From an optimization exercise on the open Yosys and OpenROAD flow, aimed at small area; shortcuts taken in it are not production practice.
In this exercise RTL edits were held to simulation tests only and were not proved equivalent to the original.
Power and IR drop assume default switching activity.

// nvme_cmd_top
module nvme_cmd_top #( 
    parameter  BASE_ADDR_XDMA = 64'h4_0000_0000 ,
    parameter  BASE_ADDR_BRAM = 32'ha010_0000 ,
    parameter  BASE_ADDR_BAR = 32'ha000_0000 ,
    parameter  PRPLIST_HEAP = 64'ha012_0000 ,
    parameter  ADDR_WIDTH = 32'd64 ,
    parameter  DATA_WIDTH = 32'd128 ,
    parameter  BLOCK_SIZE_EXP = 20 ,  
    parameter ASQ_ADDR = 32'ha010_0000 ,
    parameter ACQ_ADDR = 32'ha010_1000 ,
    parameter IO_SIZE = 16'h003f ,
    parameter IOSQ_ADDR = 32'ha010_2000 ,
    parameter IOCQ_ADDR = 32'ha010_3000 ,
    parameter idController_ADDR = 32'ha010_4000 ,
    parameter idNamespace_ADDR = 32'ha010_5000
) (  
    input clk_in ,
    input resetb ,
    input link_up ,  
    input init_start ,   
    output init_finish ,  
    input write_in_start , 
    output write_in_start_ack ,
    input write_done_ack ,
    output write_done ,
    input read_in_start ,  
    output read_in_start_ack ,
    input data_transfer_ready ,
    input [63:0]prp1_addr ,
    input [63:0]destLBA_in ,
    input [63:0]bytesToRead_or_Write ,
    input read_done_ack ,
    output read_done ,
    output                           bus_arvalid,
    input                            bus_arready,
    output [63:0]                    bus_araddr,
    output [1:0]                     bus_arburst,
    output [3:0]                     bus_arcache,
    output [7:0]                     bus_arlen,
    output [2:0]                     bus_arprot,
    output [2:0]                     bus_arsize,
  ...
For scale: about 9600 cells after synthesis, ~1300 I/O pins, ~93000 µm² of cells after synthesis.
==> module prp_fifo_control, before the edit <==
module prp_fifo_control # (
    parameter DATA_WIDTH = 64 ,
    parameter DDR_BASE_ADDR = 64'h10_0000_0000 ,
    parameter BLOCK_SIZE_EXP = 16 ,
    parameter DDR_PAGE_SIZE_EXP = 12
) (
    input aclk ,
    input aresetn ,
    output prog_full ,
    input fifo_pop ,
    output [14:0] data_count ,
	input [63:0] prp1_addr ,
	input [8:0] length ,
	output [DATA_WIDTH-1:0] data_from_fifo ,
	output fifo_empty ,
	output fifo_underflow 
    );
    reg [63:0] prp_list_data ;
    reg [7:0] prp_cnt ;
    wire empty_n ;
    wire full_n ;
    wire [63:0] prp_base = ( prp_cnt == ( ( ( ( 1 << BLOCK_SIZE_EXP ) >> DDR_PAGE_SIZE_EXP ) - 1 ) ) ) ? prp1_addr : prp_list_data ;
    assign fifo_empty = 1'b0 ;
    assign prog_full = 1'b0 ;
    assign fifo_underflow = 1'b0 ;
    assign data_from_fifo = prp_list_data ;
    always @ ( posedge aclk )
    begin
        if ( aresetn == 1'b0 )
            prp_cnt <= 8'd1 ;
        else if ( fifo_pop )
            if ( prp_cnt == ( ( ( ( 1 << BLOCK_SIZE_EXP ) >> DDR_PAGE_SIZE_EXP ) - 1 ) ) )
                prp_cnt <= 8'd1 ;
            else
                prp_cnt <= prp_cnt + 8'd1 ;    
        if ( aresetn == 1'b0 )
            prp_list_data <= prp1_addr ;
        else if ( fifo_pop )
            prp_list_data <= prp_base + 64'h1000 ;
    end
endmodule
==> flow/config.mk <==
export PLATFORM = sky130hd
export DESIGN_NAME = nvme_cmd_top
export DESIGN_NICKNAME = nvme_cmd_top
export VERILOG_FILES = /design/flow/design.v
export SDC_FILE = /design/flow/constraint.sdc
export NUM_CORES = 4
export LEC_CHECK = 0
export CAP_MARGIN = 0
export CORE_MARGIN = 2
export CORE_UTILIZATION = 65
export PLACE_DENSITY = 0.75
export SLEW_MARGIN = 0
==> flow/constraint.sdc <==
create_clock -name core_clock -period 10.0 [get_ports {clk_in}]
set_input_delay 2.0000 -clock core_clock [delete_from_list [all_inputs] [get_ports {clk_in}]]
set_output_delay 2.0000 -clock core_clock [all_outputs]
set_load 0.01 [all_outputs]
standard.sh (not shown) runs the stock make flow with config.mk's settings and CLKGATE_MAP_FILE= SYNTH_SCRIPT=/design/flow/synth_recipe.tcl, a recipe that flattens the netlist after the stock synthesis.
==> flow/flow/run.sh <==
#!/bin/bash
set -euo pipefail
export BUFFER_PORTS_ARGS="-buffer_cell sky130_fd_sc_hd__buf_1"
export CTS_ARGS="-sink_clustering_enable -repair_clock_nets -dont_use_dummy_load -sink_clustering_size 24 -sink_clustering_max_diameter 80 -buf_list sky130_fd_sc_hd__clkbuf_16"
bash standard.sh > standard_sh.log 2>&1
Edit:
--- a/flow/design.v
+++ b/flow/design.v
@@ -2101,5 +2101,6 @@
     wire empty_n ;
     wire full_n ;
-    wire [63:0] prp_base = ( prp_cnt == ( ( ( ( 1 << BLOCK_SIZE_EXP ) >> DDR_PAGE_SIZE_EXP ) - 1 ) ) ) ? prp1_addr : prp_list_data ;
+    wire prp_rst = ( aresetn == 1'b0 ) ;
+    wire [63:0] prp_base = ( prp_rst || ( prp_cnt == ( ( ( ( 1 << BLOCK_SIZE_EXP ) >> DDR_PAGE_SIZE_EXP ) - 1 ) ) ) ) ? prp1_addr : prp_list_data ;
     assign fifo_empty = 1'b0 ;
     assign prog_full = 1'b0 ;
@@ -2115,8 +2116,6 @@
             else
                 prp_cnt <= prp_cnt + 8'd1 ;    
-        if ( aresetn == 1'b0 )
-            prp_list_data <= prp1_addr ;
-        else if ( fifo_pop )
-            prp_list_data <= prp_base + 64'h1000 ;
+        if ( prp_rst || fifo_pop )
+            prp_list_data <= prp_base + { 51'd0 , ~ prp_rst , 12'd0 } ;
     end
 endmodule
Area after synthesis goes down by 2.5%. Worst hold slack improved by 0.0077 ns. Register-to-register slack improves by 0.02 ns. Worst setup slack got worse by 0.15 ns. Core utilization goes up by 0.15 points. Synthesized cell count falls by 4.3%. Power came out higher by 0.80%. Cell area went down by 2.4%. Via count falls by 5.3%. Die area decreases by 2.5%.

==> static timing again, ports no longer ideal <==
How much do the figures lean on ideal ports? The routed layouts below were timed once more, with nothing changed but the port constraints.
Step 1 (the two cells are an assumption about what drives the block):
set clk [get_ports {clk_in}]
set_driving_cell -lib_cell sky130_fd_sc_hd__clkbuf_16 $clk
set_driving_cell -lib_cell sky130_fd_sc_hd__buf_2 [delete_from_list [all_inputs] $clk]
Step 2 also shifts input and output timing later by t, the mid clock arrival at the registers, as if the neighbouring blocks saw the same clock.
Slacks: no drivers / after step 1 / after step 2; pairs: no drivers / after step 1.
| run | t (ns) | setup slack, ns | worst setup path after step 2 | worst register clock-pin slew, ns | cell pins on the clock port's net |
|---|---|---|---|---|---|
| the first run | 0.807 | 2.900 / 2.815 / 3.477 | input to register | 0.10 / 0.10 | 1 |
| the second run | 0.820 | 2.746 / 2.656 / 3.174 | input to register | 0.10 / 0.10 | 1 |
After both steps setup and hold are still met in every run listed.
